From an optimization exercise on the open Yosys and OpenROAD flow, aimed at small area, a short achievable clock period and few clock cycles; shortcuts taken in it are not production practice.
RTL that was checked went through simulation tests only; none was proved equivalent to the original.
For run 1, only the layout was checked, not whether the RTL still works.

## flow/design.v (module list and top-level ports; edited modules follow where they fit)
// module mult_generic: 1257 lines
// module sum_generic: 286 lines
// module ajuste: 17 lines
// module top_mac: 57 lines
module top_mac(rst, clk, stf, x, a, n, s, eof, i, y);
  // ...
==> flow/flow/run.sh <==
#!/bin/bash
# Layout flow: the standard flow, with every input and output port buffered by a
# sky130_fd_sc_hd__buf_4 (which the resizer may then size) instead of the buffer that
# buffer_ports picks by itself.
set -euo pipefail
export BUFFER_PORTS_ARGS="-buffer_cell sky130_fd_sc_hd__buf_4"
bash standard.sh > standard_flow.log 2>&1
==> flow/standard.sh <==
#!/bin/bash
# synth_recipe.tcl (not shown) runs the flow's synth.tcl, then flattens the netlist and writes it again
# the make line also repeats each setting of config.mk as NAME=value (left out here)
make -C /OpenROAD-flow-scripts/flow DESIGN_CONFIG=/design/flow/config.mk WORK_HOME=/design/flow/orfs CLKGATE_MAP_FILE= SYNTH_SCRIPT=/design/flow/synth_recipe.tcl "${@:-finish}"
==> flow/config.mk <==
export PLATFORM = sky130hd
export DESIGN_NAME = top_mac
export DESIGN_NICKNAME = top_mac
export VERILOG_FILES = /design/flow/design.v
export SDC_FILE = /design/flow/constraint.sdc
export NUM_CORES = 8
export LEC_CHECK = 0
export ABC_AREA = 1
export CAP_MARGIN = 20
export CORE_MARGIN = 2
export CORE_UTILIZATION = 40
export PLACE_DENSITY = 0.45
export SETUP_SLACK_MARGIN = 3.5
export SLEW_MARGIN = 20
==> flow/constraint.sdc <==
create_clock -name core_clock -period 9.0 [get_ports {clk}]
set_input_delay 1.8000 -clock core_clock [delete_from_list [all_inputs] [get_ports {clk}]]
set_output_delay 1.8000 -clock core_clock [all_outputs]
set_load 0.01 [all_outputs]
==> results_dict.tcl, run 1 <==
set metrics [dict create \
    outcome "finished clean" \
    regMostFlops "q0" \
    dp_hpwl_mm 58.7 \
    slew_violations 0 \
    post-synth-top-count-cell "fa_1" \
    utilization 0.469 \
    fmax_mhz 171 \
    slew_headroom 0.445 \
    design_area_sq_mm 0.0245 \
    holdWs_ns 0.570 \
    setup_ws_ns 3.16 \
    comb.multi_input.count 1817 \
    antenna_found_initial 0 \
    place_congestion 0.893 \
    inverters 308 \
    die-width_um 233 \
    synthMuxAreaShare 0 \
    hp-class "flip-flop to flip-flop" \
    core_area_sq_mm 0.0522 \
    syn-mean-instance-area_sq_um 8.79 \
    ctsResizeCount 123 \
    wl_met1_mm 35.0 \
    seq_cells 120 \
    io_buffers 93 \
    start_kind "flip-flop" \
    diodes 0 \
    largest_registers "q0 (60), acc1.ff.b (52), i_q (6)" \
    worstReg2RegStart "busy_q$_DFF_PP0_" \
    regArea_sq_mm 0.00244 \
]
==> module sum_generic, before the edit <==
module sum_generic (q, p, s);
	input [59:0] q, p;
	output [59:0] s;
	wire [59:0] g0 = q & p;
	wire [59:0] p0 = q ^ p;
	wire gg1 = g0[1] | (p0[1] & g0[0]);
	wire pp1 = p0[1] & p0[0];
	wire gg2 = g0[3] | (p0[3] & g0[2]);
	wire pp2 = p0[3] & p0[2];
	wire gg3 = g0[5] | (p0[5] & g0[4]);
	wire pp3 = p0[5] & p0[4];
	wire gg4 = g0[7] | (p0[7] & g0[6]);
	wire pp4 = p0[7] & p0[6];
	wire gg5 = g0[9] | (p0[9] & g0[8]);
	wire pp5 = p0[9] & p0[8];
	wire gg6 = g0[11] | (p0[11] & g0[10]);
	wire pp6 = p0[11] & p0[10];
	wire gg7 = g0[13] | (p0[13] & g0[12]);
	wire pp7 = p0[13] & p0[12];
	wire gg8 = g0[15] | (p0[15] & g0[14]);
	wire pp8 = p0[15] & p0[14];
	wire gg9 = g0[17] | (p0[17] & g0[16]);
	wire pp9 = p0[17] & p0[16];
	wire gg10 = g0[19] | (p0[19] & g0[18]);
	wire pp10 = p0[19] & p0[18];
	wire gg11 = g0[21] | (p0[21] & g0[20]);
	wire pp11 = p0[21] & p0[20];
	wire gg12 = g0[23] | (p0[23] & g0[22]);
	wire pp12 = p0[23] & p0[22];
	wire gg13 = g0[25] | (p0[25] & g0[24]);
	wire pp13 = p0[25] & p0[24];
	wire gg14 = g0[27] | (p0[27] & g0[26]);
	wire pp14 = p0[27] & p0[26];
	wire gg15 = g0[29] | (p0[29] & g0[28]);
	wire pp15 = p0[29] & p0[28];
	wire gg16 = g0[31] | (p0[31] & g0[30]);
	wire pp16 = p0[31] & p0[30];
	wire gg17 = g0[33] | (p0[33] & g0[32]);
	wire pp17 = p0[33] & p0[32];
	wire gg18 = g0[35] | (p0[35] & g0[34]);
	wire pp18 = p0[35] & p0[34];
	wire gg19 = g0[37] | (p0[37] & g0[36]);
	wire pp19 = p0[37] & p0[36];
	wire gg20 = g0[39] | (p0[39] & g0[38]);
	wire pp20 = p0[39] & p0[38];
	wire gg21 = g0[41] | (p0[41] & g0[40]);
	wire pp21 = p0[41] & p0[40];
	wire gg22 = g0[43] | (p0[43] & g0[42]);
	wire pp22 = p0[43] & p0[42];
	wire gg23 = g0[45] | (p0[45] & g0[44]);
	wire pp23 = p0[45] & p0[44];
	wire gg24 = g0[47] | (p0[47] & g0[46]);
	wire pp24 = p0[47] & p0[46];
	wire gg25 = g0[49] | (p0[49] & g0[48]);
	wire pp25 = p0[49] & p0[48];
	wire gg26 = g0[51] | (p0[51] & g0[50]);
	wire pp26 = p0[51] & p0[50];
	wire gg27 = g0[53] | (p0[53] & g0[52]);
	wire pp27 = p0[53] & p0[52];
	wire gg28 = g0[55] | (p0[55] & g0[54]);
	wire pp28 = p0[55] & p0[54];
	wire gg29 = g0[57] | (p0[57] & g0[56]);
	wire pp29 = p0[57] & p0[56];
	wire gg30 = g0[59] | (p0[59] & g0[58]);
	wire pp30 = p0[59] & p0[58];
	wire gg31 = gg2 | (pp2 & gg1);
	wire pp31 = pp2 & pp1;
	wire gg32 = gg4 | (pp4 & gg3);
	wire pp32 = pp4 & pp3;
	wire gg33 = gg6 | (pp6 & gg5);
	wire pp33 = pp6 & pp5;
	wire gg34 = gg8 | (pp8 & gg7);
	wire pp34 = pp8 & pp7;
	wire gg35 = gg10 | (pp10 & gg9);
	wire pp35 = pp10 & pp9;
	wire gg36 = gg12 | (pp12 & gg11);
	wire pp36 = pp12 & pp11;
	wire gg37 = gg14 | (pp14 & gg13);
	wire pp37 = pp14 & pp13;
	wire gg38 = gg16 | (pp16 & gg15);
	wire pp38 = pp16 & pp15;
	wire gg39 = gg18 | (pp18 & gg17);
	wire pp39 = pp18 & pp17;
	wire gg40 = gg20 | (pp20 & gg19);
	wire pp40 = pp20 & pp19;
	wire gg41 = gg22 | (pp22 & gg21);
	wire pp41 = pp22 & pp21;
	wire gg42 = gg24 | (pp24 & gg23);
	wire pp42 = pp24 & pp23;
	wire gg43 = gg26 | (pp26 & gg25);
	wire pp43 = pp26 & pp25;
	wire gg44 = gg28 | (pp28 & gg27);
	wire pp44 = pp28 & pp27;
	wire gg45 = gg30 | (pp30 & gg29);
	wire pp45 = pp30 & pp29;
	wire gg46 = gg32 | (pp32 & gg31);
	wire pp46 = pp32 & pp31;
	wire gg47 = gg34 | (pp34 & gg33);
	wire pp47 = pp34 & pp33;
	wire gg48 = gg36 | (pp36 & gg35);
	wire pp48 = pp36 & pp35;
	wire gg49 = gg38 | (pp38 & gg37);
	wire pp49 = pp38 & pp37;
	wire gg50 = gg40 | (pp40 & gg39);
	wire pp50 = pp40 & pp39;
	wire gg51 = gg42 | (pp42 & gg41);
	wire pp51 = pp42 & pp41;
	wire gg52 = gg44 | (pp44 & gg43);
	wire pp52 = pp44 & pp43;
	wire gg53 = gg47 | (pp47 & gg46);
	wire pp53 = pp47 & pp46;
	wire gg54 = gg49 | (pp49 & gg48);
	wire pp54 = pp49 & pp48;
	wire gg55 = gg51 | (pp51 & gg50);
	wire pp55 = pp51 & pp50;
	wire gg56 = gg54 | (pp54 & gg53);
	wire pp56 = pp54 & pp53;
	wire gg57 = gg55 | (pp55 & gg56);
	wire pp57 = pp55 & pp56;
	wire gg58 = gg48 | (pp48 & gg53);
	wire pp58 = pp48 & pp53;
	wire gg59 = gg50 | (pp50 & gg56);
	wire pp59 = pp50 & pp56;
	wire gg60 = gg52 | (pp52 & gg57);
	wire pp60 = pp52 & pp57;
	wire gg61 = gg33 | (pp33 & gg46);
	wire pp61 = pp33 & pp46;
	wire gg62 = gg35 | (pp35 & gg53);
	wire pp62 = pp35 & pp53;
	wire gg63 = gg37 | (pp37 & gg58);
	wire pp63 = pp37 & pp58;
	wire gg64 = gg39 | (pp39 & gg56);
	wire pp64 = pp39 & pp56;
	wire gg65 = gg41 | (pp41 & gg59);
	wire pp65 = pp41 & pp59;
	wire gg66 = gg43 | (pp43 & gg57);
	wire pp66 = pp43 & pp57;
	wire gg67 = gg45 | (pp45 & gg60);
	wire pp67 = pp45 & pp60;
	wire gg68 = gg3 | (pp3 & gg31);
	wire pp68 = pp3 & pp31;
	wire gg69 = gg5 | (pp5 & gg46);
	wire pp69 = pp5 & pp46;
	wire gg70 = gg7 | (pp7 & gg61);
	wire pp70 = pp7 & pp61;
	wire gg71 = gg9 | (pp9 & gg53);
	wire pp71 = pp9 & pp53;
	wire gg72 = gg11 | (pp11 & gg62);
	wire pp72 = pp11 & pp62;
	wire gg73 = gg13 | (pp13 & gg58);
	wire pp73 = pp13 & pp58;
	wire gg74 = gg15 | (pp15 & gg63);
	wire pp74 = pp15 & pp63;
	wire gg75 = gg17 | (pp17 & gg56);
	wire pp75 = pp17 & pp56;
	wire gg76 = gg19 | (pp19 & gg64);
	wire pp76 = pp19 & pp64;
	wire gg77 = gg21 | (pp21 & gg59);
	wire pp77 = pp21 & pp59;
	wire gg78 = gg23 | (pp23 & gg65);
	wire pp78 = pp23 & pp65;
	wire gg79 = gg25 | (pp25 & gg57);
	wire pp79 = pp25 & pp57;
	wire gg80 = gg27 | (pp27 & gg66);
	wire pp80 = pp27 & pp66;
	wire gg81 = gg29 | (pp29 & gg60);
	wire pp81 = pp29 & pp60;
	wire gg82 = g0[2] | (p0[2] & gg1);
	wire pp82 = p0[2] & pp1;
	wire gg83 = g0[4] | (p0[4] & gg31);
	wire pp83 = p0[4] & pp31;
	wire gg84 = g0[6] | (p0[6] & gg68);
	wire pp84 = p0[6] & pp68;
	wire gg85 = g0[8] | (p0[8] & gg46);
	wire pp85 = p0[8] & pp46;
	wire gg86 = g0[10] | (p0[10] & gg69);
	wire pp86 = p0[10] & pp69;
	wire gg87 = g0[12] | (p0[12] & gg61);
	wire pp87 = p0[12] & pp61;
	wire gg88 = g0[14] | (p0[14] & gg70);
	wire pp88 = p0[14] & pp70;
	wire gg89 = g0[16] | (p0[16] & gg53);
	wire pp89 = p0[16] & pp53;
	wire gg90 = g0[18] | (p0[18] & gg71);
	wire pp90 = p0[18] & pp71;
	wire gg91 = g0[20] | (p0[20] & gg62);
	wire pp91 = p0[20] & pp62;
	wire gg92 = g0[22] | (p0[22] & gg72);
	wire pp92 = p0[22] & pp72;
	wire gg93 = g0[24] | (p0[24] & gg58);
	wire pp93 = p0[24] & pp58;
	wire gg94 = g0[26] | (p0[26] & gg73);
	wire pp94 = p0[26] & pp73;
	wire gg95 = g0[28] | (p0[28] & gg63);
	wire pp95 = p0[28] & pp63;
	wire gg96 = g0[30] | (p0[30] & gg74);
	wire pp96 = p0[30] & pp74;
	wire gg97 = g0[32] | (p0[32] & gg56);
	wire pp97 = p0[32] & pp56;
	wire gg98 = g0[34] | (p0[34] & gg75);
	wire pp98 = p0[34] & pp75;
	wire gg99 = g0[36] | (p0[36] & gg64);
	wire pp99 = p0[36] & pp64;
	wire gg100 = g0[38] | (p0[38] & gg76);
	wire pp100 = p0[38] & pp76;
	wire gg101 = g0[40] | (p0[40] & gg59);
	wire pp101 = p0[40] & pp59;
	wire gg102 = g0[42] | (p0[42] & gg77);
	wire pp102 = p0[42] & pp77;
	wire gg103 = g0[44] | (p0[44] & gg65);
	wire pp103 = p0[44] & pp65;
	wire gg104 = g0[46] | (p0[46] & gg78);
	wire pp104 = p0[46] & pp78;
	wire gg105 = g0[48] | (p0[48] & gg57);
	wire pp105 = p0[48] & pp57;
	wire gg106 = g0[50] | (p0[50] & gg79);
	wire pp106 = p0[50] & pp79;
	wire gg107 = g0[52] | (p0[52] & gg66);
	wire pp107 = p0[52] & pp66;
	wire gg108 = g0[54] | (p0[54] & gg80);
	wire pp108 = p0[54] & pp80;
	wire gg109 = g0[56] | (p0[56] & gg60);
	wire pp109 = p0[56] & pp60;
	wire gg110 = g0[58] | (p0[58] & gg81);
	wire pp110 = p0[58] & pp81;
	assign s[0] = p0[0];
	assign s[1] = p0[1] ^ g0[0];
	assign s[2] = p0[2] ^ gg1;
	assign s[3] = p0[3] ^ gg82;
	assign s[4] = p0[4] ^ gg31;
	assign s[5] = p0[5] ^ gg83;
	assign s[6] = p0[6] ^ gg68;
	assign s[7] = p0[7] ^ gg84;
	assign s[8] = p0[8] ^ gg46;
	assign s[9] = p0[9] ^ gg85;
	assign s[10] = p0[10] ^ gg69;
	assign s[11] = p0[11] ^ gg86;
	assign s[12] = p0[12] ^ gg61;
	assign s[13] = p0[13] ^ gg87;
	assign s[14] = p0[14] ^ gg70;
	assign s[15] = p0[15] ^ gg88;
	assign s[16] = p0[16] ^ gg53;
	assign s[17] = p0[17] ^ gg89;
	assign s[18] = p0[18] ^ gg71;
	assign s[19] = p0[19] ^ gg90;
	assign s[20] = p0[20] ^ gg62;
	assign s[21] = p0[21] ^ gg91;
	assign s[22] = p0[22] ^ gg72;
	assign s[23] = p0[23] ^ gg92;
	assign s[24] = p0[24] ^ gg58;
	assign s[25] = p0[25] ^ gg93;
	assign s[26] = p0[26] ^ gg73;
	assign s[27] = p0[27] ^ gg94;
	assign s[28] = p0[28] ^ gg63;
	assign s[29] = p0[29] ^ gg95;
	assign s[30] = p0[30] ^ gg74;
	assign s[31] = p0[31] ^ gg96;
	assign s[32] = p0[32] ^ gg56;
	assign s[33] = p0[33] ^ gg97;
	assign s[34] = p0[34] ^ gg75;
	assign s[35] = p0[35] ^ gg98;
	assign s[36] = p0[36] ^ gg64;
	assign s[37] = p0[37] ^ gg99;
	assign s[38] = p0[38] ^ gg76;
	assign s[39] = p0[39] ^ gg100;
	assign s[40] = p0[40] ^ gg59;
	assign s[41] = p0[41] ^ gg101;
	assign s[42] = p0[42] ^ gg77;
	assign s[43] = p0[43] ^ gg102;
	assign s[44] = p0[44] ^ gg65;
	assign s[45] = p0[45] ^ gg103;
	assign s[46] = p0[46] ^ gg78;
	assign s[47] = p0[47] ^ gg104;
	assign s[48] = p0[48] ^ gg57;
	assign s[49] = p0[49] ^ gg105;
	assign s[50] = p0[50] ^ gg79;
	assign s[51] = p0[51] ^ gg106;
	assign s[52] = p0[52] ^ gg66;
	assign s[53] = p0[53] ^ gg107;
	assign s[54] = p0[54] ^ gg80;
	assign s[55] = p0[55] ^ gg108;
	assign s[56] = p0[56] ^ gg60;
	assign s[57] = p0[57] ^ gg109;
	assign s[58] = p0[58] ^ gg81;
	assign s[59] = p0[59] ^ gg110;
endmodule
==> run 2: changes to the inputs <==
--- a/flow/design.v
+++ b/flow/design.v
@@ -1320,226 +1320,350 @@
 	wire pp29 = p0[57] & p0[56];
 	wire gg30 = g0[59] | (p0[59] & g0[58]);
 	wire pp30 = p0[59] & p0[58];
-	wire gg31 = gg2 | (pp2 & gg1);
-	wire pp31 = pp2 & pp1;
-	wire gg32 = gg4 | (pp4 & gg3);
-	wire pp32 = pp4 & pp3;
-	wire gg33 = gg6 | (pp6 & gg5);
-	wire pp33 = pp6 & pp5;
-	wire gg34 = gg8 | (pp8 & gg7);
-	wire pp34 = pp8 & pp7;
-	wire gg35 = gg10 | (pp10 & gg9);
-	wire pp35 = pp10 & pp9;
-	wire gg36 = gg12 | (pp12 & gg11);
-	wire pp36 = pp12 & pp11;
-	wire gg37 = gg14 | (pp14 & gg13);
-	wire pp37 = pp14 & pp13;
-	wire gg38 = gg16 | (pp16 & gg15);
-	wire pp38 = pp16 & pp15;
-	wire gg39 = gg18 | (pp18 & gg17);
-	wire pp39 = pp18 & pp17;
-	wire gg40 = gg20 | (pp20 & gg19);
-	wire pp40 = pp20 & pp19;
-	wire gg41 = gg22 | (pp22 & gg21);
-	wire pp41 = pp22 & pp21;
-	wire gg42 = gg24 | (pp24 & gg23);
-	wire pp42 = pp24 & pp23;
-	wire gg43 = gg26 | (pp26 & gg25);
-	wire pp43 = pp26 & pp25;
-	wire gg44 = gg28 | (pp28 & gg27);
-	wire pp44 = pp28 & pp27;
-	wire gg45 = gg30 | (pp30 & gg29);
-	wire pp45 = pp30 & pp29;
-	wire gg46 = gg32 | (pp32 & gg31);
-	wire pp46 = pp32 & pp31;
-	wire gg47 = gg34 | (pp34 & gg33);
-	wire pp47 = pp34 & pp33;
-	wire gg48 = gg36 | (pp36 & gg35);
-	wire pp48 = pp36 & pp35;
-	wire gg49 = gg38 | (pp38 & gg37);
-	wire pp49 = pp38 & pp37;
-	wire gg50 = gg40 | (pp40 & gg39);
-	wire pp50 = pp40 & pp39;
-	wire gg51 = gg42 | (pp42 & gg41);
-	wire pp51 = pp42 & pp41;
-	wire gg52 = gg44 | (pp44 & gg43);
-	wire pp52 = pp44 & pp43;
-	wire gg53 = gg47 | (pp47 & gg46);
-	wire pp53 = pp47 & pp46;
-	wire gg54 = gg49 | (pp49 & gg48);
-	wire pp54 = pp49 & pp48;
-	wire gg55 = gg51 | (pp51 & gg50);
-	wire pp55 = pp51 & pp50;
-	wire gg56 = gg54 | (pp54 & gg53);
-	wire pp56 = pp54 & pp53;
-	wire gg57 = gg55 | (pp55 & gg56);
-	wire pp57 = pp55 & pp56;
-	wire gg58 = gg48 | (pp48 & gg53);
-	wire pp58 = pp48 & pp53;
-	wire gg59 = gg50 | (pp50 & gg56);
-	wire pp59 = pp50 & pp56;
-	wire gg60 = gg52 | (pp52 & gg57);
-	wire pp60 = pp52 & pp57;
-	wire gg61 = gg33 | (pp33 & gg46);
-	wire pp61 = pp33 & pp46;
-	wire gg62 = gg35 | (pp35 & gg53);
-	wire pp62 = pp35 & pp53;
-	wire gg63 = gg37 | (pp37 & gg58);
-	wire pp63 = pp37 & pp58;
-	wire gg64 = gg39 | (pp39 & gg56);
-	wire pp64 = pp39 & pp56;
-	wire gg65 = gg41 | (pp41 & gg59);
-	wire pp65 = pp41 & pp59;
-	wire gg66 = gg43 | (pp43 & gg57);
-	wire pp66 = pp43 & pp57;
-	wire gg67 = gg45 | (pp45 & gg60);
-	wire pp67 = pp45 & pp60;
-	wire gg68 = gg3 | (pp3 & gg31);
-	wire pp68 = pp3 & pp31;
-	wire gg69 = gg5 | (pp5 & gg46);
-	wire pp69 = pp5 & pp46;
-	wire gg70 = gg7 | (pp7 & gg61);
-	wire pp70 = pp7 & pp61;
-	wire gg71 = gg9 | (pp9 & gg53);
-	wire pp71 = pp9 & pp53;
-	wire gg72 = gg11 | (pp11 & gg62);
-	wire pp72 = pp11 & pp62;
-	wire gg73 = gg13 | (pp13 & gg58);
-	wire pp73 = pp13 & pp58;
-	wire gg74 = gg15 | (pp15 & gg63);
-	wire pp74 = pp15 & pp63;
-	wire gg75 = gg17 | (pp17 & gg56);
-	wire pp75 = pp17 & pp56;
-	wire gg76 = gg19 | (pp19 & gg64);
-	wire pp76 = pp19 & pp64;
-	wire gg77 = gg21 | (pp21 & gg59);
-	wire pp77 = pp21 & pp59;
-	wire gg78 = gg23 | (pp23 & gg65);
-	wire pp78 = pp23 & pp65;
-	wire gg79 = gg25 | (pp25 & gg57);
-	wire pp79 = pp25 & pp57;
-	wire gg80 = gg27 | (pp27 & gg66);
-	wire pp80 = pp27 & pp66;
-	wire gg81 = gg29 | (pp29 & gg60);
-	wire pp81 = pp29 & pp60;
-	wire gg82 = g0[2] | (p0[2] & gg1);
-	wire pp82 = p0[2] & pp1;
-	wire gg83 = g0[4] | (p0[4] & gg31);
-	wire pp83 = p0[4] & pp31;
-	wire gg84 = g0[6] | (p0[6] & gg68);
-	wire pp84 = p0[6] & pp68;
-	wire gg85 = g0[8] | (p0[8] & gg46);
-	wire pp85 = p0[8] & pp46;
-	wire gg86 = g0[10] | (p0[10] & gg69);
-	wire pp86 = p0[10] & pp69;
-	wire gg87 = g0[12] | (p0[12] & gg61);
-	wire pp87 = p0[12] & pp61;
-	wire gg88 = g0[14] | (p0[14] & gg70);
-	wire pp88 = p0[14] & pp70;
-	wire gg89 = g0[16] | (p0[16] & gg53);
-	wire pp89 = p0[16] & pp53;
-	wire gg90 = g0[18] | (p0[18] & gg71);
-	wire pp90 = p0[18] & pp71;
-	wire gg91 = g0[20] | (p0[20] & gg62);
-	wire pp91 = p0[20] & pp62;
-	wire gg92 = g0[22] | (p0[22] & gg72);
-	wire pp92 = p0[22] & pp72;
-	wire gg93 = g0[24] | (p0[24] & gg58);
-	wire pp93 = p0[24] & pp58;
-	wire gg94 = g0[26] | (p0[26] & gg73);
-	wire pp94 = p0[26] & pp73;
-	wire gg95 = g0[28] | (p0[28] & gg63);
-	wire pp95 = p0[28] & pp63;
-	wire gg96 = g0[30] | (p0[30] & gg74);
-	wire pp96 = p0[30] & pp74;
-	wire gg97 = g0[32] | (p0[32] & gg56);
-	wire pp97 = p0[32] & pp56;
-	wire gg98 = g0[34] | (p0[34] & gg75);
-	wire pp98 = p0[34] & pp75;
-	wire gg99 = g0[36] | (p0[36] & gg64);
-	wire pp99 = p0[36] & pp64;
-	wire gg100 = g0[38] | (p0[38] & gg76);
-	wire pp100 = p0[38] & pp76;
-	wire gg101 = g0[40] | (p0[40] & gg59);
-	wire pp101 = p0[40] & pp59;
-	wire gg102 = g0[42] | (p0[42] & gg77);
-	wire pp102 = p0[42] & pp77;
-	wire gg103 = g0[44] | (p0[44] & gg65);
-	wire pp103 = p0[44] & pp65;
-	wire gg104 = g0[46] | (p0[46] & gg78);
-	wire pp104 = p0[46] & pp78;
-	wire gg105 = g0[48] | (p0[48] & gg57);
-	wire pp105 = p0[48] & pp57;
-	wire gg106 = g0[50] | (p0[50] & gg79);
-	wire pp106 = p0[50] & pp79;
-	wire gg107 = g0[52] | (p0[52] & gg66);
-	wire pp107 = p0[52] & pp66;
-	wire gg108 = g0[54] | (p0[54] & gg80);
-	wire pp108 = p0[54] & pp80;
-	wire gg109 = g0[56] | (p0[56] & gg60);
-	wire pp109 = p0[56] & pp60;
-	wire gg110 = g0[58] | (p0[58] & gg81);
-	wire pp110 = p0[58] & pp81;
+	wire gg31 = g0[2] | (p0[2] & gg1);
+	wire pp31 = p0[2] & pp1;
+	wire gg32 = gg2 | (pp2 & gg1);
+	wire pp32 = pp2 & pp1;
+	wire gg33 = g0[6] | (p0[6] & gg3);
+	wire pp33 = p0[6] & pp3;
+	wire gg34 = gg4 | (pp4 & gg3);
+	wire pp34 = pp4 & pp3;
+	wire gg35 = g0[10] | (p0[10] & gg5);
+	wire pp35 = p0[10] & pp5;
+	wire gg36 = gg6 | (pp6 & gg5);
+	wire pp36 = pp6 & pp5;
+	wire gg37 = g0[14] | (p0[14] & gg7);
+	wire pp37 = p0[14] & pp7;
+	wire gg38 = gg8 | (pp8 & gg7);
+	wire pp38 = pp8 & pp7;
+	wire gg39 = g0[18] | (p0[18] & gg9);
+	wire pp39 = p0[18] & pp9;
+	wire gg40 = gg10 | (pp10 & gg9);
+	wire pp40 = pp10 & pp9;
+	wire gg41 = g0[22] | (p0[22] & gg11);
+	wire pp41 = p0[22] & pp11;
+	wire gg42 = gg12 | (pp12 & gg11);
+	wire pp42 = pp12 & pp11;
+	wire gg43 = g0[26] | (p0[26] & gg13);
+	wire pp43 = p0[26] & pp13;
+	wire gg44 = gg14 | (pp14 & gg13);
+	wire pp44 = pp14 & pp13;
+	wire gg45 = g0[30] | (p0[30] & gg15);
+	wire pp45 = p0[30] & pp15;
+	wire gg46 = gg16 | (pp16 & gg15);
+	wire pp46 = pp16 & pp15;
+	wire gg47 = g0[34] | (p0[34] & gg17);
+	wire pp47 = p0[34] & pp17;
+	wire gg48 = gg18 | (pp18 & gg17);
+	wire pp48 = pp18 & pp17;
+	wire gg49 = g0[38] | (p0[38] & gg19);
+	wire pp49 = p0[38] & pp19;
+	wire gg50 = gg20 | (pp20 & gg19);
+	wire pp50 = pp20 & pp19;
+	wire gg51 = g0[42] | (p0[42] & gg21);
+	wire pp51 = p0[42] & pp21;
+	wire gg52 = gg22 | (pp22 & gg21);
+	wire pp52 = pp22 & pp21;
+	wire gg53 = g0[46] | (p0[46] & gg23);
+	wire pp53 = p0[46] & pp23;
+	wire gg54 = gg24 | (pp24 & gg23);
+	wire pp54 = pp24 & pp23;
+	wire gg55 = g0[50] | (p0[50] & gg25);
+	wire pp55 = p0[50] & pp25;
+	wire gg56 = gg26 | (pp26 & gg25);
+	wire pp56 = pp26 & pp25;
+	wire gg57 = g0[54] | (p0[54] & gg27);
+	wire pp57 = p0[54] & pp27;
+	wire gg58 = gg28 | (pp28 & gg27);
+	wire pp58 = pp28 & pp27;
+	wire gg59 = g0[58] | (p0[58] & gg29);
+	wire pp59 = p0[58] & pp29;
+	wire gg60 = gg30 | (pp30 & gg29);
+	wire pp60 = pp30 & pp29;
+	wire gg61 = g0[4] | (p0[4] & gg32);
+	wire pp61 = p0[4] & pp32;
+	wire gg62 = gg3 | (pp3 & gg32);
+	wire pp62 = pp3 & pp32;
+	wire gg63 = gg33 | (pp33 & gg32);
+	wire pp63 = pp33 & pp32;
+	wire gg64 = gg34 | (pp34 & gg32);
+	wire pp64 = pp34 & pp32;
+	wire gg65 = g0[12] | (p0[12] & gg36);
+	wire pp65 = p0[12] & pp36;
+	wire gg66 = gg7 | (pp7 & gg36);
+	wire pp66 = pp7 & pp36;
+	wire gg67 = gg37 | (pp37 & gg36);
+	wire pp67 = pp37 & pp36;
+	wire gg68 = gg38 | (pp38 & gg36);
+	wire pp68 = pp38 & pp36;
+	wire gg69 = g0[20] | (p0[20] & gg40);
+	wire pp69 = p0[20] & pp40;
+	wire gg70 = gg11 | (pp11 & gg40);
+	wire pp70 = pp11 & pp40;
+	wire gg71 = gg41 | (pp41 & gg40);
+	wire pp71 = pp41 & pp40;
+	wire gg72 = gg42 | (pp42 & gg40);
+	wire pp72 = pp42 & pp40;
+	wire gg73 = g0[28] | (p0[28] & gg44);
+	wire pp73 = p0[28] & pp44;
+	wire gg74 = gg15 | (pp15 & gg44);
+	wire pp74 = pp15 & pp44;
+	wire gg75 = gg45 | (pp45 & gg44);
+	wire pp75 = pp45 & pp44;
+	wire gg76 = gg46 | (pp46 & gg44);
+	wire pp76 = pp46 & pp44;
+	wire gg77 = g0[36] | (p0[36] & gg48);
+	wire pp77 = p0[36] & pp48;
+	wire gg78 = gg19 | (pp19 & gg48);
+	wire pp78 = pp19 & pp48;
+	wire gg79 = gg49 | (pp49 & gg48);
+	wire pp79 = pp49 & pp48;
+	wire gg80 = gg50 | (pp50 & gg48);
+	wire pp80 = pp50 & pp48;
+	wire gg81 = g0[44] | (p0[44] & gg52);
+	wire pp81 = p0[44] & pp52;
+	wire gg82 = gg23 | (pp23 & gg52);
+	wire pp82 = pp23 & pp52;
+	wire gg83 = gg53 | (pp53 & gg52);
+	wire pp83 = pp53 & pp52;
+	wire gg84 = gg54 | (pp54 & gg52);
+	wire pp84 = pp54 & pp52;
+	wire gg85 = g0[52] | (p0[52] & gg56);
+	wire pp85 = p0[52] & pp56;
+	wire gg86 = gg27 | (pp27 & gg56);
+	wire pp86 = pp27 & pp56;
+	wire gg87 = gg57 | (pp57 & gg56);
+	wire pp87 = pp57 & pp56;
+	wire gg88 = gg58 | (pp58 & gg56);
+	wire pp88 = pp58 & pp56;
+	wire gg89 = g0[8] | (p0[8] & gg64);
+	wire pp89 = p0[8] & pp64;
+	wire gg90 = gg5 | (pp5 & gg64);
+	wire pp90 = pp5 & pp64;
+	wire gg91 = gg35 | (pp35 & gg64);
+	wire pp91 = pp35 & pp64;
+	wire gg92 = gg36 | (pp36 & gg64);
+	wire pp92 = pp36 & pp64;
+	wire gg93 = gg65 | (pp65 & gg64);
+	wire pp93 = pp65 & pp64;
+	wire gg94 = gg66 | (pp66 & gg64);
+	wire pp94 = pp66 & pp64;
+	wire gg95 = gg67 | (pp67 & gg64);
+	wire pp95 = pp67 & pp64;
+	wire gg96 = gg68 | (pp68 & gg64);
+	wire pp96 = pp68 & pp64;
+	wire gg97 = g0[24] | (p0[24] & gg72);
+	wire pp97 = p0[24] & pp72;
+	wire gg98 = gg13 | (pp13 & gg72);
+	wire pp98 = pp13 & pp72;
+	wire gg99 = gg43 | (pp43 & gg72);
+	wire pp99 = pp43 & pp72;
+	wire gg100 = gg44 | (pp44 & gg72);
+	wire pp100 = pp44 & pp72;
+	wire gg101 = gg73 | (pp73 & gg72);
+	wire pp101 = pp73 & pp72;
+	wire gg102 = gg74 | (pp74 & gg72);
+	wire pp102 = pp74 & pp72;
+	wire gg103 = gg75 | (pp75 & gg72);
+	wire pp103 = pp75 & pp72;
+	wire gg104 = gg76 | (pp76 & gg72);
+	wire pp104 = pp76 & pp72;
+	wire gg105 = g0[40] | (p0[40] & gg80);
+	wire pp105 = p0[40] & pp80;
+	wire gg106 = gg21 | (pp21 & gg80);
+	wire pp106 = pp21 & pp80;
+	wire gg107 = gg51 | (pp51 & gg80);
+	wire pp107 = pp51 & pp80;
+	wire gg108 = gg52 | (pp52 & gg80);
+	wire pp108 = pp52 & pp80;
+	wire gg109 = gg81 | (pp81 & gg80);
+	wire pp109 = pp81 & pp80;
+	wire gg110 = gg82 | (pp82 & gg80);
+	wire pp110 = pp82 & pp80;
+	wire gg111 = gg83 | (pp83 & gg80);
+	wire pp111 = pp83 & pp80;
+	wire gg112 = gg84 | (pp84 & gg80);
+	wire pp112 = pp84 & pp80;
+	wire gg113 = g0[56] | (p0[56] & gg88);
+	wire pp113 = p0[56] & pp88;
+	wire gg114 = gg29 | (pp29 & gg88);
+	wire pp114 = pp29 & pp88;
+	wire gg115 = gg59 | (pp59 & gg88);
+	wire pp115 = pp59 & pp88;
+	wire gg116 = gg60 | (pp60 & gg88);
+	wire pp116 = pp60 & pp88;
+	wire gg117 = g0[16] | (p0[16] & gg96);
+	wire pp117 = p0[16] & pp96;
+	wire gg118 = gg9 | (pp9 & gg96);
+	wire pp118 = pp9 & pp96;
+	wire gg119 = gg39 | (pp39 & gg96);
+	wire pp119 = pp39 & pp96;
+	wire gg120 = gg40 | (pp40 & gg96);
+	wire pp120 = pp40 & pp96;
+	wire gg121 = gg69 | (pp69 & gg96);
+	wire pp121 = pp69 & pp96;
+	wire gg122 = gg70 | (pp70 & gg96);
+	wire pp122 = pp70 & pp96;
+	wire gg123 = gg71 | (pp71 & gg96);
+	wire pp123 = pp71 & pp96;
+	wire gg124 = gg72 | (pp72 & gg96);
+	wire pp124 = pp72 & pp96;
+	wire gg125 = gg97 | (pp97 & gg96);
+	wire pp125 = pp97 & pp96;
+	wire gg126 = gg98 | (pp98 & gg96);
+	wire pp126 = pp98 & pp96;
+	wire gg127 = gg99 | (pp99 & gg96);
+	wire pp127 = pp99 & pp96;
+	wire gg128 = gg100 | (pp100 & gg96);
+	wire pp128 = pp100 & pp96;
+	wire gg129 = gg101 | (pp101 & gg96);
+	wire pp129 = pp101 & pp96;
+	wire gg130 = gg102 | (pp102 & gg96);
+	wire pp130 = pp102 & pp96;
+	wire gg131 = gg103 | (pp103 & gg96);
+	wire pp131 = pp103 & pp96;
+	wire gg132 = gg104 | (pp104 & gg96);
+	wire pp132 = pp104 & pp96;
+	wire gg133 = g0[48] | (p0[48] & gg112);
+	wire pp133 = p0[48] & pp112;
+	wire gg134 = gg25 | (pp25 & gg112);
+	wire pp134 = pp25 & pp112;
+	wire gg135 = gg55 | (pp55 & gg112);
+	wire pp135 = pp55 & pp112;
+	wire gg136 = gg56 | (pp56 & gg112);
+	wire pp136 = pp56 & pp112;
+	wire gg137 = gg85 | (pp85 & gg112);
+	wire pp137 = pp85 & pp112;
+	wire gg138 = gg86 | (pp86 & gg112);
+	wire pp138 = pp86 & pp112;
+	wire gg139 = gg87 | (pp87 & gg112);
+	wire pp139 = pp87 & pp112;
+	wire gg140 = gg88 | (pp88 & gg112);
+	wire pp140 = pp88 & pp112;
+	wire gg141 = gg113 | (pp113 & gg112);
+	wire pp141 = pp113 & pp112;
+	wire gg142 = gg114 | (pp114 & gg112);
+	wire pp142 = pp114 & pp112;
+	wire gg143 = gg115 | (pp115 & gg112);
+	wire pp143 = pp115 & pp112;
+	wire gg144 = gg116 | (pp116 & gg112);
+	wire pp144 = pp116 & pp112;
+	wire gg145 = g0[32] | (p0[32] & gg132);
+	wire pp145 = p0[32] & pp132;
+	wire gg146 = gg17 | (pp17 & gg132);
+	wire pp146 = pp17 & pp132;
+	wire gg147 = gg47 | (pp47 & gg132);
+	wire pp147 = pp47 & pp132;
+	wire gg148 = gg48 | (pp48 & gg132);
+	wire pp148 = pp48 & pp132;
+	wire gg149 = gg77 | (pp77 & gg132);
+	wire pp149 = pp77 & pp132;
+	wire gg150 = gg78 | (pp78 & gg132);
+	wire pp150 = pp78 & pp132;
+	wire gg151 = gg79 | (pp79 & gg132);
+	wire pp151 = pp79 & pp132;
+	wire gg152 = gg80 | (pp80 & gg132);
+	wire pp152 = pp80 & pp132;
+	wire gg153 = gg105 | (pp105 & gg132);
+	wire pp153 = pp105 & pp132;
+	wire gg154 = gg106 | (pp106 & gg132);
+	wire pp154 = pp106 & pp132;
+	wire gg155 = gg107 | (pp107 & gg132);
+	wire pp155 = pp107 & pp132;
+	wire gg156 = gg108 | (pp108 & gg132);
+	wire pp156 = pp108 & pp132;
+	wire gg157 = gg109 | (pp109 & gg132);
+	wire pp157 = pp109 & pp132;
+	wire gg158 = gg110 | (pp110 & gg132);
+	wire pp158 = pp110 & pp132;
+	wire gg159 = gg111 | (pp111 & gg132);
+	wire pp159 = pp111 & pp132;
+	wire gg160 = gg112 | (pp112 & gg132);
+	wire pp160 = pp112 & pp132;
+	wire gg161 = gg133 | (pp133 & gg132);
+	wire pp161 = pp133 & pp132;
+	wire gg162 = gg134 | (pp134 & gg132);
+	wire pp162 = pp134 & pp132;
+	wire gg163 = gg135 | (pp135 & gg132);
+	wire pp163 = pp135 & pp132;
+	wire gg164 = gg136 | (pp136 & gg132);
+	wire pp164 = pp136 & pp132;
+	wire gg165 = gg137 | (pp137 & gg132);
+	wire pp165 = pp137 & pp132;
+	wire gg166 = gg138 | (pp138 & gg132);
+	wire pp166 = pp138 & pp132;
+	wire gg167 = gg139 | (pp139 & gg132);
+	wire pp167 = pp139 & pp132;
+	wire gg168 = gg140 | (pp140 & gg132);
+	wire pp168 = pp140 & pp132;
+	wire gg169 = gg141 | (pp141 & gg132);
+	wire pp169 = pp141 & pp132;
+	wire gg170 = gg142 | (pp142 & gg132);
+	wire pp170 = pp142 & pp132;
+	wire gg171 = gg143 | (pp143 & gg132);
+	wire pp171 = pp143 & pp132;
+	wire gg172 = gg144 | (pp144 & gg132);
+	wire pp172 = pp144 & pp132;
 	assign s[0] = p0[0];
 	assign s[1] = p0[1] ^ g0[0];
 	assign s[2] = p0[2] ^ gg1;
-	assign s[3] = p0[3] ^ gg82;
-	assign s[4] = p0[4] ^ gg31;
-	assign s[5] = p0[5] ^ gg83;
-	assign s[6] = p0[6] ^ gg68;
-	assign s[7] = p0[7] ^ gg84;
-	assign s[8] = p0[8] ^ gg46;
-	assign s[9] = p0[9] ^ gg85;
-	assign s[10] = p0[10] ^ gg69;
-	assign s[11] = p0[11] ^ gg86;
-	assign s[12] = p0[12] ^ gg61;
-	assign s[13] = p0[13] ^ gg87;
-	assign s[14] = p0[14] ^ gg70;
-	assign s[15] = p0[15] ^ gg88;
-	assign s[16] = p0[16] ^ gg53;
-	assign s[17] = p0[17] ^ gg89;
-	assign s[18] = p0[18] ^ gg71;
-	assign s[19] = p0[19] ^ gg90;
-	assign s[20] = p0[20] ^ gg62;
-	assign s[21] = p0[21] ^ gg91;
-	assign s[22] = p0[22] ^ gg72;
-	assign s[23] = p0[23] ^ gg92;
-	assign s[24] = p0[24] ^ gg58;
-	assign s[25] = p0[25] ^ gg93;
-	assign s[26] = p0[26] ^ gg73;
-	assign s[27] = p0[27] ^ gg94;
-	assign s[28] = p0[28] ^ gg63;
-	assign s[29] = p0[29] ^ gg95;
-	assign s[30] = p0[30] ^ gg74;
-	assign s[31] = p0[31] ^ gg96;
-	assign s[32] = p0[32] ^ gg56;
-	assign s[33] = p0[33] ^ gg97;
-	assign s[34] = p0[34] ^ gg75;
-	assign s[35] = p0[35] ^ gg98;
-	assign s[36] = p0[36] ^ gg64;
-	assign s[37] = p0[37] ^ gg99;
-	assign s[38] = p0[38] ^ gg76;
-	assign s[39] = p0[39] ^ gg100;
-	assign s[40] = p0[40] ^ gg59;
-	assign s[41] = p0[41] ^ gg101;
-	assign s[42] = p0[42] ^ gg77;
-	assign s[43] = p0[43] ^ gg102;
-	assign s[44] = p0[44] ^ gg65;
-	assign s[45] = p0[45] ^ gg103;
-	assign s[46] = p0[46] ^ gg78;
-	assign s[47] = p0[47] ^ gg104;
-	assign s[48] = p0[48] ^ gg57;
-	assign s[49] = p0[49] ^ gg105;
-	assign s[50] = p0[50] ^ gg79;
-	assign s[51] = p0[51] ^ gg106;
-	assign s[52] = p0[52] ^ gg66;
-	assign s[53] = p0[53] ^ gg107;
-	assign s[54] = p0[54] ^ gg80;
-	assign s[55] = p0[55] ^ gg108;
-	assign s[56] = p0[56] ^ gg60;
-	assign s[57] = p0[57] ^ gg109;
-	assign s[58] = p0[58] ^ gg81;
-	assign s[59] = p0[59] ^ gg110;
+	assign s[3] = p0[3] ^ gg31;
+	assign s[4] = p0[4] ^ gg32;
+	assign s[5] = p0[5] ^ gg61;
+	assign s[6] = p0[6] ^ gg62;
+	assign s[7] = p0[7] ^ gg63;
+	assign s[8] = p0[8] ^ gg64;
+	assign s[9] = p0[9] ^ gg89;
+	assign s[10] = p0[10] ^ gg90;
+	assign s[11] = p0[11] ^ gg91;
+	assign s[12] = p0[12] ^ gg92;
+	assign s[13] = p0[13] ^ gg93;
+	assign s[14] = p0[14] ^ gg94;
+	assign s[15] = p0[15] ^ gg95;
+	assign s[16] = p0[16] ^ gg96;
+	assign s[17] = p0[17] ^ gg117;
+	assign s[18] = p0[18] ^ gg118;
+	assign s[19] = p0[19] ^ gg119;
+	assign s[20] = p0[20] ^ gg120;
+	assign s[21] = p0[21] ^ gg121;
+	assign s[22] = p0[22] ^ gg122;
+	assign s[23] = p0[23] ^ gg123;
+	assign s[24] = p0[24] ^ gg124;
+	assign s[25] = p0[25] ^ gg125;
+	assign s[26] = p0[26] ^ gg126;
+	assign s[27] = p0[27] ^ gg127;
+	assign s[28] = p0[28] ^ gg128;
+	assign s[29] = p0[29] ^ gg129;
+	assign s[30] = p0[30] ^ gg130;
+	assign s[31] = p0[31] ^ gg131;
+	assign s[32] = p0[32] ^ gg132;
+	assign s[33] = p0[33] ^ gg145;
+	assign s[34] = p0[34] ^ gg146;
+	assign s[35] = p0[35] ^ gg147;
+	assign s[36] = p0[36] ^ gg148;
+	assign s[37] = p0[37] ^ gg149;
+	assign s[38] = p0[38] ^ gg150;
+	assign s[39] = p0[39] ^ gg151;
+	assign s[40] = p0[40] ^ gg152;
+	assign s[41] = p0[41] ^ gg153;
+	assign s[42] = p0[42] ^ gg154;
+	assign s[43] = p0[43] ^ gg155;
+	assign s[44] = p0[44] ^ gg156;
+	assign s[45] = p0[45] ^ gg157;
+	assign s[46] = p0[46] ^ gg158;
+	assign s[47] = p0[47] ^ gg159;
+	assign s[48] = p0[48] ^ gg160;
+	assign s[49] = p0[49] ^ gg161;
+	assign s[50] = p0[50] ^ gg162;
+	assign s[51] = p0[51] ^ gg163;
+	assign s[52] = p0[52] ^ gg164;
+	assign s[53] = p0[53] ^ gg165;
+	assign s[54] = p0[54] ^ gg166;
+	assign s[55] = p0[55] ^ gg167;
+	assign s[56] = p0[56] ^ gg168;
+	assign s[57] = p0[57] ^ gg169;
+	assign s[58] = p0[58] ^ gg170;
+	assign s[59] = p0[59] ^ gg171;
 endmodule
 module ajuste (r, s, y);
 	input [59:0] r;
--- a/flow/config.mk
+++ b/flow/config.mk
@@ -5,7 +5,7 @@
 export SDC_FILE = /design/flow/constraint.sdc
 export NUM_CORES = 8
 export LEC_CHECK = 0
-export ABC_AREA = 1
+export ABC_CLOCK_PERIOD_IN_PS = 5000
 export CAP_MARGIN = 20
 export CORE_MARGIN = 2
 export CORE_UTILIZATION = 40
==> results_dict.tcl, run 2 <==
set metrics [dict create \
    outcome "finished clean" \
    syn-mean-instance-area_sq_um 8.71 \
    placed_cells 3347 \
    post-synth-top-count-cell "fa_1" \
    yosysUniqueCellTypes 84 \
    place_ws_ns 2.09 \
    synth.largest_area_cell "fa_1" \
    regMostFlops "q0" \
    synth-main-ff-cell "dfxtp_1" \
    crit_family "compound AO/OA/AOI/OAI gates" \
    rows 88 \
    drc 0 \
    synth-seq-cells 120 \
    ant_nets 0 \
    synth_area_leaders "fa_1 30%, xnor2_1 12%, dfxtp_1 9.6%" \
    syn_to_final_growth_pct 15.7 \
    cpPeakStageDelay_ns 0.52 \
    final_cells 3461 \
    drt-total-wl_mm 91.4 \
    grt_pass1_wl_mm 139 \
    overflow 0 \
    yosysTopAreaCellShare 0.301 \
    place_area_sq_mm 0.0246 \
    worst_pin_slew_ns 0.941 \
    drt_iter0_drc 2003 \
    synth_nets 3177 \
    die-width_um 246 \
    synth-edff-count 0 \
    layout.cells.most_common "fa_1" \
    fp.dieArea_sq_mm 0.0604 \
    grt_pass1_vias 21500 \
    fin_setup_tns_ns 0 \
    drv_cap 0 \
    syn_inst 2685 \
    wl_per_cell_um 26.4 \
    die_h_um 246 \
    arrival_ns 4.47 \
    async_flop_share 0.0667 \
    setup-violations-final 0 \
    layout.nets 3174 \
    vias 21000 \
    grt_max_degree 47 \
    final_cell_mix "339 x fa_1, 311 x xnor2_1, 281 x a22oi_1" \
    slew_headroom 0.371 \
    largest_reg_flops 60 \
    htreeDepth 4 \
    place_congestion 0.975 \
    avgViaCountPerCell 6.06 \
    finalCritPeriodShare 0.697 \
    drt-pass1-iter-count 6 \
    antenna_found_initial 3 \
    worst_ep_required_time_ns 7.20 \
    design_area_sq_mm 0.0270 \
    largest_registers "q0 (60), acc1.ff.b (52), i_q (6)" \
    setup_ws_ns 2.73 \
    crit_path_max_fanout 3 \
    dp_hpwl_mm 66.1 \
    initial_core_util 0.405 \
    critPathBufInv 3 \
    start_kind "flip-flop" \
    insertion_delay_ns 0.49 \
    rsz0062_at_grt "yes" \
    holdBufCountCts 0 \
    synth_common_cells "351 x fa_1, 315 x xnor2_1, 285 x a22oi_1" \
    cp_slowest_cell "mux4_2" \
    utilization 0.469 \
    fmax_mhz 159 \
    yosysSeqAreaShare 0.104 \
    cts_tree "yes" \
    hold_violations 0 \
    clock-sinks 120 \
    cts_root_buf "clkbuf_16" \
    end_kind "primary output" \
    critPathKind "flip-flop to primary output" \
    hp-class "flip-flop to flip-flop" \
    netlist_area_sq_mm 0.0234 \
    gr-usage-all-layers 0.308 \
    io_buffers 93 \
    period_needed_ns 6.27 \
    pin_count 94 \
    skew_ns 0.0187 \
    layout-drive-gt1-share 0.167 \
    yosysWarningCount 1 \
    cts_buffers 17 \
    slew_violations 0 \
    core_area_sq_mm 0.0577 \
    clk_pin_slew_ns 0.07 \
    fillers 5693 \
    path_cells "ha_4 > fa_2 > a211oi_4 > nor3_4 > o2111ai_4 > a211oi_4 > buf_6 > nor2_4 > inv_4 > fa_2 > mux2i_1 > nor2_1 > a31oi_2 > a221oi_2 > mux4_2 > mux2_4 > buf_4" \
    clockBufferDepth 2 \
]
-- run 2: cell types whose count changed after synthesis, moves of 71 or more --
cell	before	now
nand3_1	113	38
clkbuf_1	69	188
nand2_1	321	230
buf_2	76	5
xnor2_1	14	315
o22ai_1	286	7
xor2_1	313	50
a22oi_1	0	285
-- run 2: what timing repair did --
action                                 CTS  global route
setup endpoints to repair               86            52
gates resized for setup                146           117
buffers inserted                        46            30
endpoints found under the hold margin    0             0
gates cloned                             5             0
pin swaps                               34            43
-- run 2: worst min-delay path, cell delays in order (launching register included) --
cell	delay [ns]
dfrtp_1	0.39
nand2_1	0.06
nand2_1	0.05
-- run 2: worst paths after layout --
kind	startpoint	to	slack [ns]	cells past startpoint
min in group asynchronous	rst	i_q[1]$_DFFE_PP0P_	1.28	2
worst min register to register	i_q[5]$_DFFE_PP0P_	i_q[5]$_DFFE_PP0P_	0.53	2
worst max-delay path	q0[0]$_DFF_P_	y[11]	2.73	17
worst max register to register	busy_q$_DFF_PP0_	acc1[38].ff.b$_DFF_P_	4.06	13
max in group asynchronous	rst	i_q[2]$_DFFE_PP0P_	7.48	2
worst min-delay path	i_q[5]$_DFFE_PP0P_	i_q[5]$_DFFE_PP0P_	0.53	2
-- run 2: area by class of cell --
class | count | area (sq um) | share of cell area
repair buffers | 205 | 1780 | 0.0659
well taps | 765 | 957 | 0.0354
clock inverters | 12 | 138 | 0.00509
flip-flops and latches | 120 | 2450 | 0.0905
inverters | 232 | 888 | 0.0328
multi-input cells | 2106 | 20300 | 0.752
clock buffers | 20 | 478 | 0.0177
diodes | 1 | 2.50 | 0.0000925
-- run 2: cells by family after synthesis --
kind of cell               after synthesis  synth area share
AOI/OAI and AO/OA                      675             0.206
xor gates and xnor gates               365             0.137
and+or+nand+nor                        591             0.117
DFF                                    120             0.104
buffers and inverters                  463            0.0746
adders and majority gates              423             0.339
muxes                                   47            0.0219
other                                    1          0.000160
-- run 2: routing by layer --
| layer | global-route usage | routed length [um] | up-vias | part of all wire |
|---|---|---|---|---|
| li1 | - | - | 9173 | - |
| met1 | 0.439 | 41900 | 10700 | 0.46 |
| met2 | 0.474 | 40700 | 891 | 0.44 |
| met3 | 0.0524 | 6160 | 157 | 0.067 |
| met4 | 0.0973 | 2650 | 2 | 0.029 |
| met5 | 0 | 13 | - | 0.00014 |
-- run 2: through the flow --
| step | hold slack [ns] |
|---|---|
| after floorplan | 0.510 |
| after global placement | 0.521 |
| after detailed placement | 0.523 |
| after CTS | 0.536 |
| after global routing | 0.593 |
| final | 0.535 |
Testbench counts of run 2, summed over its fixed seeds: cycles 32,262.
==> run 3: changes to the inputs <==
--- a/flow/config.mk
+++ b/flow/config.mk
@@ -8,7 +8,7 @@
 export ABC_CLOCK_PERIOD_IN_PS = 5000
 export CAP_MARGIN = 20
 export CORE_MARGIN = 2
-export CORE_UTILIZATION = 40
-export PLACE_DENSITY = 0.45
+export CORE_UTILIZATION = 60
+export PLACE_DENSITY = 0.65
 export SETUP_SLACK_MARGIN = 3.5
 export SLEW_MARGIN = 20
==> results_dict.tcl, run 3 <==
set metrics [dict create \
    fmax_mhz 160 \
    worstReg2RegStart "busy_q$_DFF_PP0_" \
    yosysUniqueCellTypes 84 \
    largest_registers "q0 (60), acc1.ff.b (52), i_q (6)" \
    synth_nets 3177 \
    multiInputGateArea_sq_mm 0.0204 \
    cp_slowest_cell "mux4_2" \
    drt_iter0_drc 2740 \
    yosysWarningCount 1 \
    overflow 0 \
    synth-edff-count 0 \
    drt-total-wl_mm 86.4 \
    syn-mean-instance-area_sq_um 8.71 \
    gr-usage-all-layers 0.415 \
    yosysTopAreaCellShare 0.301 \
    layout.nets 3182 \
    cts_buffers 17 \
    place_congestion 0.984 \
    dp_hpwl_mm 60.1 \
    drv_cap 0 \
    synth-main-ff-cell "dfxtp_1" \
    end_kind "primary output" \
    worst_ep_required_time_ns 7.20 \
    netlist_area_sq_mm 0.0234 \
    period_needed_ns 6.24 \
    die-width_um 201 \
    vias 22000 \
    synth_common_cells "351 x fa_1, 315 x xnor2_1, 285 x a22oi_1" \
    rows 72 \
    fp.dieArea_sq_mm 0.0406 \
    finalCritPeriodShare 0.693 \
    wl_per_cell_um 26.8 \
    syn_inst 2685 \
    ant_nets 0 \
    cpPeakStageDelay_ns 0.50 \
    core_area_sq_mm 0.0386 \
    outcome "finished clean" \
    clockBufferDepth 2 \
    path_depth 15 \
    async_flop_share 0.0667 \
    synth_area_leaders "fa_1 30%, xnor2_1 12%, dfxtp_1 9.6%" \
    rr_endpoint "acc1[38].ff.b$_DFF_P_" \
    rsz0062_at_grt "yes" \
    regMostFlops "q0" \
    initial_core_util 0.606 \
    critPathKind "flip-flop to primary output" \
    r2r_slack_ns 3.93 \
    layout-drive-gt1-share 0.171 \
    avgViaCountPerCell 6.82 \
    die_h_um 201 \
    post-synth-top-count-cell "fa_1" \
    slew_headroom 0.358 \
    synth-seq-cells 120 \
    path_cells "ha_4 > fa_2 > a211oi_4 > nor3_4 > o2111ai_4 > a211oi_4 > buf_6 > buf_6 > or4_4 > a311o_1 > a211oi_4 > a211oi_2 > mux4_2 > mux2_4 > buf_6" \
    start_kind "flip-flop" \
    holdWs_ns 0.534 \
    drc 0 \
    clk_pin_slew_ns 0.07 \
    hp-class "flip-flop to flip-flop" \
    holdBufCountCts 0 \
    min_to "i_q[5]$_DFFE_PP0P_" \
    worstHoldPathCells 2 \
    critPathBufInv 3 \
    grt_pass1_wl_mm 129 \
    grt_max_degree 71 \
    cts_root_buf "clkbuf_16" \
    syn_to_final_growth_pct 14.9 \
    skew_ns 0.0163 \
    yosysSeqAreaShare 0.104 \
    largest_reg_flops 60 \
    crit_path_max_fanout 6 \
    htreeDepth 4 \
    fin_setup_tns_ns 0 \
    layout.cells.most_common "fa_1" \
    cts_tree "yes" \
    worstRegToRegCells 14 \
    hp-start "i_q[5]$_DFFE_PP0P_" \
    io_buffers 93 \
    setup-violations-final 0 \
    hold_violations 0 \
    grt_pass1_vias 21500 \
    drt-pass1-iter-count 6 \
    regArea_sq_mm 0.00244 \
    arrival_ns 4.44 \
    pin_count 94 \
    clock-sinks 120 \
    crit_family "compound AO/OA/AOI/OAI gates" \
    slew_violations 0 \
    antenna_found_initial 0 \
    insertion_delay_ns 0.47 \
    fillers 3065 \
    synth.largest_area_cell "fa_1" \
    worst_pin_slew_ns 0.960 \
    diodes 0 \
    final_cell_mix "337 x fa_1, 312 x xnor2_1, 283 x a22oi_1" \
]
## run 3: per-layer routing
| metal | wire length (um) | GRT usage | part of all wire | vias to the layer above |
|---|---|---|---|---|
| met5 | 0 | 0.0155 | 0 | - |
| met4 | 4080 | 0.172 | 0.047 | 0 |
| li1 | - | - | - | 9189 |
| met3 | 11300 | 0.108 | 0.13 | 290 |
| met2 | 37700 | 0.621 | 0.44 | 1699 |
| met1 | 33300 | 0.571 | 0.39 | 10800 |
## run 3: how the worst max path moves through the flow
stage	start	endpoint	slack, ns
finish	q0[0]$_DFF_P_	y[11]	2.76
detailed placement	s[5]	y[10]	2.02
floorplan	s[4]	y[11]	3.47
global route	q0[0]$_DFF_P_	y[11]	2.65
CTS	acc1[0].ff.b$_DFF_P_	y[11]	2.64
global placement	s[5]	y[15]	2.06
## run 3: layout make-up
cell class              instances  area share
clock buffers                  18      0.0160
repair inverters                1    0.000280
clock inverters                14     0.00638
multi-input cells            2106       0.759
well taps                     518      0.0241
flip-flops and latches        120      0.0910
inverters                     232      0.0331
repair buffers                212      0.0703
## run 3: kinds of logic after synthesis
group / Yosys count / synth area share
AOI/OAI and AO/OA: 675 / 0.206
and+or+nand+nor: 591 / 0.117
buffers and inverters: 463 / 0.0746
adders and majority gates: 423 / 0.339
xor gates and xnor gates: 365 / 0.137
DFF: 120 / 0.104
muxes: 47 / 0.0219
other: 1 / 0.000160
## run 3: timing repair
item | CTS | global route
gates cloned | 3 | 5
pin swaps | 39 | 38
gates resized for setup | 144 | 122
endpoints found under the setup margin | 83 | 50
buffers inserted | 51 | 33
## run 3: per-stage QoR
step	setup WS, ns	std cells	utilization	area, sq um
finish	2.76	3221	0.696	26900
CTS	2.64	3183	0.673	25900
detailed placement	2.02	3097	0.629	24200
floorplan	3.47	2685	-	23600
global route	2.65	3221	0.696	26900
global placement	2.06	3097	0.629	24200
## run 3: worst register-to-register path, stage by stage, from the launching register on
cell and delay (ns):
dfrtp_1 0.85, inv_1 0.37, nand2_8 0.21, buf_12 0.16
buf_4 0.15, nand2_8 0.12, buf_12 0.21, xnor2_1 0.20
fa_1 0.49, fa_2 0.37, fa_2 0.38, fa_1 0.51
inv_1 0.06, fa_2 0.39, fa_1 0.49
==> run 4: changes to the inputs <==
==> flow/config.mk (replaced) <==
export PLATFORM = sky130hd
export DESIGN_NAME = top_mac
export DESIGN_NICKNAME = top_mac
export VERILOG_FILES = /design/flow/design.v
export SDC_FILE = /design/flow/constraint.sdc
export NUM_CORES = 8
export LEC_CHECK = 0
export ABC_AREA = 1
export CAP_MARGIN = 20
export CORE_MARGIN = 2
export CORE_UTILIZATION = 40
export PLACE_DENSITY = 0.45
export SETUP_SLACK_MARGIN = 3.5
export SLEW_MARGIN = 20
==> results_dict.tcl, run 4 <==
set metrics [dict create \
    worst_ep_required_time_ns 9.37 \
    cts_buffers 17 \
    path_depth 15 \
    fmax_mhz 183 \
    end_kind "flip-flop" \
    largest_registers "q0 (60), acc1.ff.b (52), i_q (6)" \
    drt_iter0_drc 1654 \
    clock-sinks 120 \
    outcome "finished clean" \
    worstHoldPathCells 2 \
    design_area_sq_mm 0.0257 \
    post-synth-top-count-cell "nand2_1" \
    synth-main-ff-cell "dfxtp_1" \
    critPathKind "primary input to flip-flop" \
    insertion_delay_ns 0.50 \
    die_h_um 240 \
    syn_inst 2801 \
    synth-seq-cells 120 \
    hp-class "flip-flop to flip-flop" \
    arrival_ns 5.84 \
    syn_to_final_growth_pct 15.2 \
    clockBufferDepth 2 \
    rows 86 \
    yosysUniqueCellTypes 51 \
    synth_nets 3293 \
    finalCritPeriodShare 0.608 \
    cts_tree "yes" \
    drc 0 \
    grt_pass1_vias 20300 \
    synth_area_leaders "fa_1 32%, xor2_1 12%, dfxtp_1 10%" \
    place_area_sq_mm 0.0235 \
    die-width_um 240 \
    fin_setup_tns_ns 0 \
    path_cells "buf_4 > nor2_4 > buf_12 > a21oi_1 > o21ai_2 > buf_4 > o22ai_1 > xor2_1 > fa_1 > fa_2 > fa_2 > fa_1 > inv_1 > fa_2 > fa_1" \
    initial_core_util 0.404 \
    avgViaCountPerCell 5.60 \
    place_ws_ns 2.13 \
    drt-total-wl_mm 87.0 \
    ant_nets 0 \
    crit_path_max_fanout 36 \
    skew_ns 0.0189 \
    diodes 0 \
    setup_ws_ns 3.53 \
    synth_common_cells "443 x nand2_1, 394 x inv_1, 351 x fa_1" \
    htreeDepth 4 \
    grt_max_degree 44 \
    layout-drive-gt1-share 0.149 \
    dp_hpwl_mm 63.8 \
    io_buffers 93 \
    pin_count 94 \
    utilization 0.466 \
    worst_pin_slew_ns 0.971 \
    cp_slowest_cell "fa_1" \
    worstRegToRegCells 12 \
    slew_headroom 0.352 \
    rsz0062_at_grt "yes" \
    critPathBufInv 4 \
    drv_cap 0 \
    setup-violations-final 0 \
    start_kind "primary input" \
    gr-usage-all-layers 0.306 \
    final_cells 3606 \
    yosysTopAreaCellShare 0.315 \
    antenna_found_initial 1 \
    core_area_sq_mm 0.0551 \
    cts_root_buf "clkbuf_16" \
    place_congestion 0.905 \
    cpPeakStageDelay_ns 0.51 \
    grt_pass1_wl_mm 130 \
    slew_violations 0 \
    synth.largest_area_cell "fa_1" \
    drt-pass1-iter-count 5 \
    async_flop_share 0.0667 \
    placed_cells 3512 \
    final_cell_mix "419 x nand2_1, 388 x inv_1, 340 x fa_1" \
    hold_violations 0 \
    overflow 0 \
    synth-edff-count 0 \
    crit_family "adder cells" \
    regMostFlops "q0" \
    layout.nets 3337 \
    yosysWarningCount 1 \
    layout.cells.most_common "nand2_1" \
    holdWs_ns 0.552 \
    netlist_area_sq_mm 0.0223 \
    fp.dieArea_sq_mm 0.0576 \
    yosysSeqAreaShare 0.110 \
    vias 20200 \
    period_needed_ns 5.47 \
    largest_reg_flops 60 \
    wl_per_cell_um 24.1 \
    clk_pin_slew_ns 0.06 \
    syn-mean-instance-area_sq_um 7.95 \
]
==> run 4: cells by family after synthesis <==
family | after synthesis | synth area share
simple gates | 871 | 0.174
buf+inv | 589 | 0.103
mux | 1 | 0.000505
compound gates | 487 | 0.135
flops | 120 | 0.110
xor+xnor | 309 | 0.121
other cells | 1 | 0.000168
fa+ha+maj | 423 | 0.356
==> run 4: worst register-to-register path: stages, from the launching register on <==
cell	delay (ns)
dfrtp_1	0.52
nor2_4	0.08
buf_12	0.16
nor2_2	0.41
inv_2	0.36
buf_6	0.32
xor2_1	0.23
fa_1	0.50
fa_1	0.47
fa_1	0.43
inv_1	0.09
fa_1	0.44
fa_1	0.54
==> run 4: area by class of cell <==
type | count | area, sq um
Clock buffer | 21 | 460
Tap cell | 748 | 936
Inverter | 422 | 1650
Timing Repair inverter | 2 | 16.3
Sequential cell | 120 | 2460
Clock inverter | 11 | 171
Multi-Input combinational cell | 2096 | 18300
Timing Repair Buffer | 186 | 1630
Fill cell | 5540 | 29400
==> run 4: repair_timing <==
| action | 4_1_cts | 5_1_grt |
|---|---|---|
| hold buffers | 0 | 0 |
| setup buffers | 34 | 19 |
| resized for setup | 80 | 156 |
| endpoints found under the setup margin | 98 | 63 |
| cloned | 6 | 3 |
| pin swaps | 12 | 31 |
==> run 4: worst paths after layout <==
| path | endpoint | slack, ns | startpoint |
|---|---|---|---|
| setup / recovery | acc1[38].ff.b$_DFF_P_ | 3.53 | stf |
| hold / removal | i_q[5]$_DFFE_PP0P_ | 0.55 | i_q[5]$_DFFE_PP0P_ |
| setup reg to reg | acc1[19].ff.b$_DFF_P_ | 4.39 | busy_q$_DFF_PP0_ |
| hold reg to reg | i_q[5]$_DFFE_PP0P_ | 0.55 | i_q[5]$_DFFE_PP0P_ |
| max in group asynchronous | i_q[4]$_DFFE_PP0P_ | 7.47 | rst |
| min in group asynchronous | run_q$_DFF_PP0_ | 1.27 | rst |
==> run 4: per-layer routing <==
| layer | GRT usage | vias up | wire [um] |
|---|---|---|---|
| li1 | - | 9203 | - |
| met1 | 0.429 | 10000 | 38500 |
| met2 | 0.465 | 845 | 38700 |
| met3 | 0.0688 | 122 | 7230 |
| met4 | 0.105 | 0 | 2610 |
| met5 | 0 | - | 0 |

-- re-timing with driven ports --
How much do the figures lean on ideal ports? The routed layouts below were timed once more, with nothing changed but the port constraints. Step 1 assumes that a clkbuf_16 drives the clock port and a buf_2 every other input. Step 2 also shifts input and output timing later by t, the mid clock arrival at the registers, as if the neighbouring blocks saw the same clock. a / b / c = no drivers / after step 1 / after step 2; a / b = the first two.
| run | shift t [ns] | setup slack, ns | worst setup path after step 2 |
|---|---|---|---|
| run 1 | 0.552 | 3.160 / 3.099 / 3.073 | input to register |
| run 2 | 0.546 | 2.726 / 2.656 / 2.772 | input to output |
| run 3 | 0.524 | 2.762 / 2.699 / 2.779 | input to output |
| run 4 | 0.550 | 3.527 / 3.534 / 3.009 | input to register |
After both steps setup and hold are still met in every run listed. The setup slack of run 4, which loses most, moves by +0.007 ns with the drivers and by -0.518 ns with both steps.
